This is an optimization exercise on Yosys and OpenROAD, whose aim is small area and a short achievable clock period, not a production implementation. Function was checked by simulation only, so behaviour that the tests miss may differ from the original.

==> flow/design.v (outline; a module is shown in full before it is edited, if it fits) <==
// module ntt_fa: 10 lines
// module ntt_ha: 9 lines
// module ntt_block_radix2_pipelined: 2314 lines
module ntt_block_radix2_pipelined (
    input  logic         clk,
    input  logic         reset,
    input  logic         data_valid_in,
    input  logic         iNTT_mode,
    input  logic [127:0] Data_in,
    output logic [127:0] Data_out,
    output logic         data_valid_out,
    output logic         mode_out
);
  // ...
==> flow/flow/run.sh <==
#!/bin/bash
# Standard ORFS layout of the standard synthesis. Differences from the default flow:
# ports are buffered with buf_1 and the output-port buffers are then resized to buf_2
# (flow/post_gpl.tcl), and the CTS sink clustering is set explicitly.
set -o pipefail
bash standard.sh "POST_GLOBAL_PLACE_TCL=$PWD/flow/post_gpl.tcl" "BUFFER_PORTS_ARGS=-buffer_cell sky130_fd_sc_hd__buf_1"  "CTS_CLUSTER_SIZE=30" "CTS_CLUSTER_DIAMETER=150" finish > standard.log 2>&1
==> flow/flow/post_gpl.tcl <==
# The standard port buffering used buf_1 on every port; give the output ports a buf_2 instead.
set block [ord::get_db_block]
foreach bterm [$block getBTerms] {
  if {[$bterm getIoType] ne "OUTPUT"} { continue }
  set net [$bterm getNet]
  if {$net eq "NULL"} { continue }
  foreach iterm [$net getITerms] {
    if {![$iterm isOutputSignal]} { continue }
    set inst [$iterm getInst]
    if {[[$inst getMaster] getName] eq "sky130_fd_sc_hd__buf_1"} {
      replace_cell [get_cells [$inst getName]] sky130_fd_sc_hd__buf_2
    }
  }
}
==> flow/standard.sh <==
#!/bin/bash
# synth_recipe.tcl (not shown) runs the flow's synth.tcl, then flattens the netlist and writes it again
# the make line also repeats each setting of config.mk as NAME=value (left out here)
make -C /OpenROAD-flow-scripts/flow DESIGN_CONFIG=/design/flow/config.mk WORK_HOME=/design/flow/orfs CLKGATE_MAP_FILE= SYNTH_SCRIPT=/design/flow/synth_recipe.tcl "${@:-finish}"
==> flow/config.mk <==
export PLATFORM = sky130hd
export DESIGN_NAME = ntt_block_radix2_pipelined
export DESIGN_NICKNAME = ntt_block_radix2_pipelined
export VERILOG_FILES = /design/flow/design.v
export SDC_FILE = /design/flow/constraint.sdc
export NUM_CORES = 4
export LEC_CHECK = 0
export CAP_MARGIN = 20
export CORE_MARGIN = 2
export CORE_UTILIZATION = 55
export SLEW_MARGIN = 20
export SYNTH_HIERARCHICAL = 1
export SYNTH_MINIMUM_KEEP_SIZE = 0
==> flow/constraint.sdc <==
create_clock -name core_clock -period 65.0 [get_ports {clk}]
set_input_delay 13.0000 -clock core_clock [delete_from_list [all_inputs] [get_ports {clk}]]
set_output_delay 13.0000 -clock core_clock [all_outputs]
set_load 0.01 [all_outputs]
==> flow_summary_export.csv, run 1 <==
group,metric,value,unit
worst_setup_path,r2r_slack,51.42,ns
place,io_buffers,261,
floorplanning,ios,262,
drt,wl_met3,3449,um
drt,wl_per_cell,23.01,um
layout,dominant-cell-class,"multi-input gates",
timing,hold_viol,0,
drt,drc,0,
layout,nNonClkBuffers,274,
synthesis,yosys.area_share.simple,0.03111,
global_route,grt_busiest_layer,"met2",
floorplanning,core_area,52660,um^2
clocking,cts.htree.levels,1,
clocking,cts.clk_slew.worst_paths,0.11,ns
layout,final-clk-cell-share,0.01804,
synthesis,syn_area_per_cell,14.10,um^2
drt,routed_via_density,4.955,
layout,finalNonFillerCells,2929,
layout,seq_cells,536,
layout,seq_share,0.3467,
timing,slew_headroom,0.2961,
synthesis,synth_edf_count,0,
synthesis,yosysSeqAreaShare,0.3660,
floorplanning,fp-row-count,84,
layout,nonClkBufAreaFrac,0.04000,
synthesis,syn-num-nets,3004,
timing,fmax,71.14,MHz
worst_hold_path,hold_path.class,"flop to flop",
status,status,"complete, no violations",
worst_setup_path,crit_path_end_kind,"output pin",
global_route,grt_max_degree,35,
clocking,cts_resized,0,
floorplanning,die-area,55250,um^2
drt,wl_met1,29790,um
timing,finalCriticalPeriod,14.06,ns
worst_setup_path,worstPathRequired,52.00,ns
floorplanning,start_util,0.5576,
synthesis,async_reset_ff_frac,0.005597,
==> run 2: changes to the inputs <==
==> flow/flow/run.sh (replaced) <==
#!/bin/bash
# Standard ORFS layout of the standard synthesis. Differences from the default flow:
# ports are buffered with buf_1
# and the CTS sink clustering is set explicitly.
set -o pipefail
bash standard.sh "BUFFER_PORTS_ARGS=-buffer_cell sky130_fd_sc_hd__buf_1"  "CTS_CLUSTER_SIZE=30" "CTS_CLUSTER_DIAMETER=150" finish > standard.log 2>&1
--- a/flow/config.mk
+++ b/flow/config.mk
@@ -7,7 +7,7 @@
 export LEC_CHECK = 0
 export CAP_MARGIN = 20
 export CORE_MARGIN = 2
-export CORE_UTILIZATION = 55
+export CORE_UTILIZATION = 70
 export SLEW_MARGIN = 20
 export SYNTH_HIERARCHICAL = 1
 export SYNTH_MINIMUM_KEEP_SIZE = 0
removed: flow/flow/post_gpl.tcl
==> flow_summary_export.csv, run 2 <==
group,metric,value,unit
timing,finalMaxSlewViolations,0,
layout,largest_reg_flops,3,
global_route,antenna_found_initial,2,
floorplanning,die-area,43600,um^2
layout,post-route-util,0.7353,
synthesis,synth_common_cells,"fa_1 (612), dfxtp_1 (533), inv_1 (288), ha_1 (178), buf_4 (132)",
timing,worst_slew_pin_slew,1.078,ns
synthesis,netlist_area,29360,um^2
place,io_buffers,261,
global_route,overflow,0,
worst_setup_path,critical_path_class,"flop to output pin",
clocking,root_buffer,"clkbuf_16",
clocking,cts_tree,"built",
synthesis,syn-num-nets,3004,
synthesis,synthFlopType,"dfxtp_1",
timing,setup_viol,0,
drt,wl,68910,um
drt,wl_per_cell,24.80,um
timing,tns,0,ns
clocking,clock_latency,0.60,ns
status,status,"complete, no violations",
synthesis,synth-seq-cells,536,
global_route,track_usage,0.3338,
drt,drc,0,
layout,areaGrowthSynthToFinish,4.342,%
clocking,cts.clk_slew.worst_paths,0.10,ns
floorplanning,ios,262,
worst_hold_path,hold_path.class,"flop to flop",
synthesis,synth_area_leaders,"fa_1 (42%), dfxtp_1 (36%), ha_1 (7.6%)",
synthesis,synth.most_common_cell,"fa_1",
worst_setup_path,path_buf_inv,1,
worst_setup_path,reg2reg_to,"q162",
timing,finalCriticalPeriod,14.12,ns
drt,drt-initial-drc-count,1063,
floorplanning,start_util,0.7047,
place,gp_congestion,0.9949,
synthesis,synth_top_area_frac,0.4173,
synthesis,syn_area_per_cell,14.10,um^2
timing,fmax,70.80,MHz
layout,most-common-layout-cells,"fa_1 (612), dfxtp_1 (532), inv_1 (288)",
layout,finalInstanceArea,30640,um^2
global_route,grt_first_pass_wirelength,103500,um
drt,drt_pass1_iterations,5,
worst_setup_path,r2r_slack,51.28,ns
worst_setup_path,critPathLaunchType,"flop",
timing,holdWs,0.3394,ns
worst_setup_path,cpMaxStageDelayCell,"dfxtp_1",
synthesis,synth_cells,2082,
worst_setup_path,cp_top_family,"flip-flops",
synthesis,yosysSeqAreaShare,0.3660,
place,hpwl,58600,um
clocking,cts_resized,0,
clocking,clockBufferDepth,3,
drt,drtAntennaViolNets,0,
floorplanning,fp.dieH,208.8,um
timing,fin_worst_skew,0.02440,ns
layout,largest_register,"valid_pipe",
worst_setup_path,crit_path_end_kind,"output pin",
layout,layout-drive-gt1-share,0.02054,
worst_setup_path,arrival,1.12,ns
worst_setup_path,slowest_delay,0.35,ns
timing,slew_headroom,0.2813,
synthesis,synth.distinct_cells,46,
synthesis,synth_edf_count,0,
floorplanning,core_area,41670,um^2
clocking,clock-sinks,536,
worst_hold_path,hp-start,"q164",
synthesis,async_reset_ff_frac,0.005597,
clocking,cts_setup_buffers,0,
global_route,grt_pass1_vias,17690,
layout,layout.nets,3160,
floorplanning,die_w,208.8,um
worst_setup_path,rr_startpoint,"q97",
job,cap_violations,0,
clocking,cts.htree.levels,1,
timing,hold_viol,0,
timing,fin_crit_sh,0.2173,
worst_setup_path,cp_max_fo,1,
timing,rsz0062_at_grt,"no",
drt,vias,15220,
worst_setup_path,worstPathRequired,52.00,ns
worst_setup_path,rr_worst_depth,34,
clocking,ctsHoldBuffers,0,
layout,final_common_cell,"fa_1",
clocking,cts_buffers,21,
worst_setup_path,path_cells,"buf_1",
synthesis,yosysWarnings,7,
worst_hold_path,hold_path_end,"q535",
place,dpl-instance-area,30070,um^2
synthesis,yosysTopAreaCell,"fa_1",
worst_hold_path,whs_path_depth,0,
drt,routed_via_density,5.478,
global_route,grt_max_degree,35,
floorplanning,fp-row-count,75,
## run 2: cell counts after synthesis
No cell type changed its count.
## run 2: per-module statistics from Yosys (local to each module, per instance)
module	copies in the design	area, um^2
ntt_block_radix2_pipelined	1	17210
ntt_fa	607	20.02
## run 2: per-stage QoR
stage	instances	worst slack (ns)
2_1_floorplan	2082	51.60
6_report	2779	50.88
3_3_place_gp	2754	51.54
3_5_place_dp	2754	51.21
4_1_cts	2778	50.84
5_1_grt	2778	50.85
## run 2: worst max-delay path by stage
stage / start / endpoint / slack [ns] / depth (start not counted)
final: q435 / Data_out[28] / 50.88 / 1
after global routing: q435 / Data_out[28] / 50.85 / 1
after CTS: q435 / Data_out[28] / 50.84 / 1
after detailed placement: q97 / q162 / 51.21 / 34
after global placement: q451 / Data_out[44] / 51.54 / 1
after floorplan: q407 / Data_out[0] / 51.60 / 1
## run 2: routing by layer
layer  part of all wire  vias to the layer above  track usage
met1               0.39                     8058       0.4385
met3              0.065                      128      0.06372
li1                   -                     6519            -
met4              0.043                        0       0.1320
met2               0.50                      517       0.5578
met5                  0                        -            0
## run 2: cells by family after synthesis
| family | synth area share |
|---|---|
| multiplexers | 0.0003409 |
| XOR/XNOR | 0.01760 |
| AND/OR/NAND/NOR | 0.03111 |
| flip-flops | 0.3660 |
| AO/OA/AOI/OAI | 0.02011 |
| adder cells (fa/ha/maj) | 0.4931 |
| buffers and inverters | 0.07176 |
## run 2: area by class of cell
| cell class | instances | area, um^2 |
|---|---|---|
| Timing Repair Buffer | 271 | 1055 |
| Inverter | 288 | 1081 |
| Antenna cell | 1 | 2.502 |
| Clock inverter | 2 | 38.79 |
| Clock buffer | 22 | 529.3 |
| Tap cell | 539 | 674.4 |
| Sequential cell | 536 | 10750 |
| Multi-Input combinational cell | 1120 | 16510 |
| Fill cell | 2613 | 11030 |
==> run 3: changes to the inputs <==
--- a/flow/config.mk
+++ b/flow/config.mk
@@ -7,7 +7,7 @@
 export LEC_CHECK = 0
 export CAP_MARGIN = 20
 export CORE_MARGIN = 2
-export CORE_UTILIZATION = 70
+export CORE_UTILIZATION = 80
 export SLEW_MARGIN = 20
 export SYNTH_HIERARCHICAL = 1
 export SYNTH_MINIMUM_KEEP_SIZE = 0
==> flow_summary_export.csv, run 3 <==
group,metric,value,unit
place,dpl-instance-area,29980,um^2
clocking,cts.htree.levels,1,
drt,wl,79040,um
clocking,cts.clk_slew.worst_paths,0.11,ns
synthesis,synth_common_cells,"fa_1 (612), dfxtp_1 (533), inv_1 (288), ha_1 (178), buf_4 (132)",
synthesis,synth_area_leaders,"fa_1 (42%), dfxtp_1 (36%), ha_1 (7.6%)",
worst_setup_path,critical_path_class,"flop to flop",
synthesis,synth.most_common_cell,"fa_1",
synthesis,netlist_area,29360,um^2
layout,largest_reg_flops,3,
synthesis,yosysWarnings,7,
worst_setup_path,slowest_delay,0.49,ns
place,hpwl,62450,um
worst_setup_path,critPathLaunchType,"flop",
worst_setup_path,reg2reg_to,"q162",
global_route,grt_first_pass_wirelength,117100,um
layout,regArea,10750,um^2
layout,diodes,0,
layout,finalInstanceArea,30550,um^2
layout,most-common-layout-cells,"fa_1 (612), dfxtp_1 (532), inv_1 (288)",
worst_setup_path,rr_worst_depth,34,
worst_setup_path,crit_path_end_kind,"flop",
drt,routed_via_density,6.108,
synthesis,syn_area_per_cell,14.10,um^2
timing,fin_worst_skew,0.02008,ns
worst_setup_path,worstSetupEndpoint,"q162",
clocking,clock_latency,0.58,ns
floorplanning,die_w,195.6,um
worst_hold_path,hold_path.class,"flop to flop",
drt,drt_pass1_iterations,5,
floorplanning,start_util,0.8078,
layout,layout-drive-gt1-share,0.02054,
clocking,root_buffer,"clkbuf_16",
synthesis,syn-num-nets,3004,
timing,finalMaxSlewViolations,0,
worst_setup_path,crit_top_cell,"fa_1",
place,pre_cts_ws,51.05,ns
worst_setup_path,r2r_slack,50.74,ns
floorplanning,core_area,36350,um^2
layout,multi_input_area,16510,um^2
clocking,clockBufferDepth,3,
synthesis,synth.distinct_cells,46,
global_route,overflow,0,
worst_setup_path,startpoint,"q97",
drt,drc,0,
layout,areaGrowthSynthToFinish,4.044,%
drt,drt-initial-drc-count,1256,
timing,setup_viol,0,
timing,holdWs,0.3380,ns
clocking,clock-sinks,536,
worst_setup_path,rr_startpoint,"q97",
floorplanning,fp-row-count,70,
timing,rsz0062_at_grt,"no",
drt,vias,16540,
synthesis,yosysTopAreaCell,"fa_1",
layout,largest_register,"valid_pipe",
synthesis,synthFlopType,"dfxtp_1",
global_route,track_usage,0.4378,
floorplanning,ios,262,
worst_setup_path,worstPathRequired,65.42,ns
drt,wl_per_cell,29.19,um
place,io_buffers,261,
floorplanning,fp.dieH,195.6,um
layout,post-route-util,0.8405,
worst_setup_path,cp_max_fo,2,
layout,layout.nets,3160,
status,status,"complete, no violations",
job,cap_violations,0,
timing,finalCriticalPeriod,14.26,ns
clocking,ctsHoldBuffers,0,
timing,fmax,70.13,MHz
worst_setup_path,cpMaxStageDelayCell,"fa_1",
global_route,grt_max_degree,35,
synthesis,synth_top_area_frac,0.4173,
global_route,antenna_found_initial,4,
layout,final_common_cell,"fa_1",
timing,fin_crit_sh,0.2194,
worst_setup_path,arrival,14.68,ns
timing,slew_headroom,0.2791,
clocking,cts_tree,"built",
timing,worst_slack,50.74,ns
clocking,cts_setup_buffers,0,
synthesis,yosysSeqAreaShare,0.3660,
layout,fill_cells,1576,
timing,worst_slew_pin_slew,1.081,ns
floorplanning,die-area,38250,um^2
drt,drtAntennaViolNets,0,
clocking,cts_resized,0,
global_route,grt_pass1_vias,19230,
timing,tns,0,ns
place,gp_congestion,1.050,
synthesis,synth_cells,2082,
clocking,cts_buffers,21,
synthesis,synth-seq-cells,536,
synthesis,async_reset_ff_frac,0.005597,
timing,hold_viol,0,
synthesis,synth_edf_count,0,
[run 3: per-layer routing]
metal  GRT usage  part of all wire  routed length (um)  vias up
met4      0.2774             0.076                5985        6
li1            -                 -                   -     6524
met1      0.5244              0.34               26770     8626
met2      0.7279              0.50               39550     1023
met3     0.09896             0.085                6692      362
met5           0           0.00054                  43        -
[run 3: area by class of cell]
type | instances | share of cell area
Inverter | 288 | 0.03539
Clock buffer | 23 | 0.01745
Timing Repair Buffer | 271 | 0.03453
Tap cell | 468 | 0.01917
Sequential cell | 536 | 0.3518
Clock inverter | 2 | 0.001270
Multi-Input combinational cell | 1120 | 0.5404
[run 3: worst min path at each step]
| stage | from | end | slack, ns | cells past startpoint |
|---|---|---|---|---|
| final | q164 | q535 | 0.34 | 0 |
| after global placement | q535 | q536 | 0.31 | 0 |
| after detailed placement | q164 | q535 | 0.31 | 0 |
| after CTS | q164 | q535 | 0.34 | 0 |
| after floorplan | q164 | q535 | 0.31 | 0 |
| after global routing | q164 | q535 | 0.35 | 0 |
[run 3: stage by stage]
step	std cells
floorplan	2082
global placement	2683
detailed placement	2683
CTS	2708
global route	2708
finish	2708
[run 3: cell families (layout without fill, tap and decap cells)]
kind of cell,count (synthesis),after routing,share of synthesized area
xor+xnor,59,59,0.01760
compound gates,88,88,0.02011
mux,1,1,0.0003409
buf+inv,426,584,0.07176
flops,536,536,0.3660
simple gates,182,182,0.03111
fa+ha+maj,790,790,0.4931
[run 3: critical path: cells and delay by family (launching register included)]
family                     cells  cell delay (ns)
adders and majority gates     32            13.50
DFF                            1             0.37
xor gates and xnor gates       1             0.15
buffers and inverters          1             0.07
[run 3: Yosys stat by module (local to each module, per instance)]
module | flops+latches | copies in the design
ntt_fa | 0 | 607
ntt_block_radix2_pipelined | 536 | 1
==> run 4: changes to the inputs <==
--- a/flow/config.mk
+++ b/flow/config.mk
@@ -7,7 +7,7 @@
 export LEC_CHECK = 0
 export CAP_MARGIN = 20
 export CORE_MARGIN = 2
-export CORE_UTILIZATION = 80
+export CORE_UTILIZATION = 55
 export SLEW_MARGIN = 20
 export SYNTH_HIERARCHICAL = 1
 export SYNTH_MINIMUM_KEEP_SIZE = 0
==> flow_summary_export.csv, run 4 <==
group,metric,value,unit
layout,largest_register,"valid_pipe",
global_route,track_usage,0.2536,
place,dp.cells,2906,
synthesis,synth_edf_count,0,
synthesis,synth_common_cells,"fa_1 (612), dfxtp_1 (533), inv_1 (288), ha_1 (178), buf_4 (132)",
layout,finalInstanceArea,30840,um^2
drt,drtAntennaViolNets,0,
drt,drt-initial-drc-count,565,
synthesis,synth.distinct_cells,46,
synthesis,synth_fa_ha_area_frac,0.4931,
timing,finalCriticalPeriod,14.09,ns
layout,largest_reg_flops,3,
floorplanning,fp-row-count,84,
worst_setup_path,path_cells,"buf_1",
synthesis,synth_area_leaders,"fa_1 (42%), dfxtp_1 (36%), ha_1 (7.6%)",
clocking,clock_latency,0.58,ns
job,cap_violations,0,
layout,areaGrowthSynthToFinish,5.037,%
global_route,grt_pass1_vias,16660,
timing,fin_worst_skew,0.02279,ns
worst_setup_path,crit_path_end_kind,"output pin",
synthesis,synth-seq-cells,536,
synthesis,synth_top_area_frac,0.4173,
worst_setup_path,path_buf_inv,1,
worst_setup_path,slowest_delay,0.33,ns
timing,setup_viol,0,
drt,wl,67210,um
worst_hold_path,hold_path.class,"flop to flop",
floorplanning,start_util,0.5576,
global_route,antenna_found_initial,2,
drt,drt_pass1_iterations,5,
status,status,"complete, no violations",
worst_setup_path,worstPathRequired,52.00,ns
timing,fmax,70.98,MHz
clocking,cts.htree.levels,1,
clocking,cts_tree,"built",
place,dpl-instance-area,30280,um^2
clocking,root_buffer,"clkbuf_16",
layout,most-common-layout-cells,"fa_1 (612), dfxtp_1 (532), inv_1 (288)",
place,gp_congestion,0.9907,
timing,worst_slack,50.91,ns
timing,rsz0062_at_grt,"no",
worst_setup_path,critical_path_class,"flop to output pin",
synthesis,async_reset_ff_frac,0.005597,
drt,routed_via_density,4.984,
clocking,cts_setup_buffers,0,
layout,fill_cells,4285,
clocking,clock-sinks,536,
worst_setup_path,cp_max_fo,1,
place,io_buffers,261,
clocking,cts_resized,0,
worst_setup_path,cp_top_family,"flip-flops",
worst_setup_path,critPathLaunchType,"flop",
synthesis,synth.area.mux_share,0.0003409,
clocking,clockBufferDepth,3,
synthesis,yosysTopAreaCell,"fa_1",
clocking,ctsHoldBuffers,0,
floorplanning,die_w,235.1,um
drt,wl_per_cell,22.93,um
synthesis,synth_compound_area_frac,0.02011,
synthesis,synth_xor_area_frac,0.01760,
floorplanning,ios,262,
synthesis,syn_area_per_cell,14.10,um^2
drt,vias,14610,
global_route,grt_max_degree,35,
synthesis,synthFlopType,"dfxtp_1",
synthesis,synth.most_common_cell,"fa_1",
layout,finalNonFillerCells,2931,
floorplanning,die-area,55250,um^2
floorplanning,fp.dieH,235.1,um
drt,drc,0,
timing,fin_crit_sh,0.2168,
clocking,cts.clk_slew.worst_paths,0.11,ns
synthesis,yosysSeqAreaShare,0.3660,
synthesis,syn-num-nets,3004,
global_route,grt_first_pass_wirelength,101700,um
synthesis,netlist_area,29360,um^2
synthesis,synth_top_family_by_area,"adder cells",
layout,layout-drive-gt1-share,0.02141,
place,pre_cts_ws,51.25,ns
place,hpwl,58010,um
synthesis,synth_cells,2082,
worst_setup_path,cpMaxStageDelayCell,"dfxtp_1",
timing,slew_headroom,0.3001,
timing,worst_slew_pin_slew,1.050,ns
synthesis,yosysWarnings,7,
layout,layout.nets,3163,
worst_setup_path,arrival,1.09,ns
layout,final_common_cell,"fa_1",
timing,hold_viol,0,
timing,tns,0,ns
global_route,overflow,0,
floorplanning,core_area,52660,um^2
clocking,cts_buffers,21,
synthesis,yosys.area_share.simple,0.03111,
timing,finalMaxSlewViolations,0,
run 4: worst paths after layout:
check                      start  depth (start not counted)            end  slack (ns)
setup / recovery            q418                          1   Data_out[11]       50.91
max in group asynchronous  reset                          2  valid_pipe[0]       52.61
setup reg to reg            q198                         33           q296       51.43
hold / removal              q164                          0           q535        0.34
min in group asynchronous  reset                          2  valid_pipe[2]       12.26
hold reg to reg             q164                          0           q535        0.34
run 4: Yosys stat by module (local to each module, per instance):
module                      cell area, um^2  cells
ntt_block_radix2_pipelined            17210   1475
ntt_fa                                20.02      1
run 4: cell families (layout without fill, tap and decap cells):
| group | after synthesis | in the layout |
|---|---|---|
| adder cells (fa/ha/maj) | 790 | 790 |
| flip-flops | 536 | 536 |
| buffers and inverters | 426 | 586 |
| AND/OR/NAND/NOR | 182 | 182 |
| AO/OA/AOI/OAI | 88 | 88 |
| XOR/XNOR | 59 | 59 |
| multiplexers | 1 | 1 |
| other | 0 | 1 |
run 4: final cells by class:
cell class	count	area (um^2)	area share
clock inverters	1	30.03	0.0009737
multi-input cells	1120	16510	0.5353
repair buffers	274	1077	0.03493
flip-flops and latches	536	10750	0.3485
inverters	288	1081	0.03505
clock buffers	23	533.0	0.01728
well taps	688	860.8	0.02791
diodes	1	2.502	0.00008114
run 4: layer usage:
layer / up-vias / track usage / part of all wire
met5: - / 0 / 0
met1: 7726 / 0.3630 / 0.44
li1: 6517 / - / -
met2: 308 / 0.4125 / 0.48
met4: 0 / 0.05351 / 0.025
met3: 57 / 0.04218 / 0.048
run 4: per-stage QoR:
stage	hold WS, ns	util
final	0.3382	0.5857
after global routing	0.3586	0.5857
after CTS	0.3377	0.5857
after detailed placement	0.3121	0.5750
after global placement	0.3102	0.5750
after floorplan	0.3096	-

port drivers added, routing unchanged:
The flow's constraints put no driver on any port. The routed layouts listed below were extracted and timed again, unchanged, in two steps. Step 1: set_driving_cell puts a clkbuf_16 on clk and a buf_2 on each other input, an assumption about the parent block. Step 2, shift: input delay + t, output delay - t, t = (earliest + latest rising clock arrival at the registers) / 2. This alone moves slack from input paths to output paths. Three values: no drivers, after step 1, after step 2; two values: the first two.
run	shift t [ns]	slack for setup (ns)	clock arrival spread, ns	worst register clock-pin slew, ns
run 1	0.631	50.944 / 50.882 / 51.419	0.014 / 0.014	0.11 / 0.11
run 2	0.641	50.876 / 50.818 / 51.276	0.025 / 0.025	0.11 / 0.11
run 3	0.625	50.741 / 50.741 / 50.741	0.022 / 0.021	0.11 / 0.11
run 4	0.631	50.911 / 50.850 / 51.425	0.022 / 0.023	0.12 / 0.12
After both steps setup and hold are still met in every run listed.
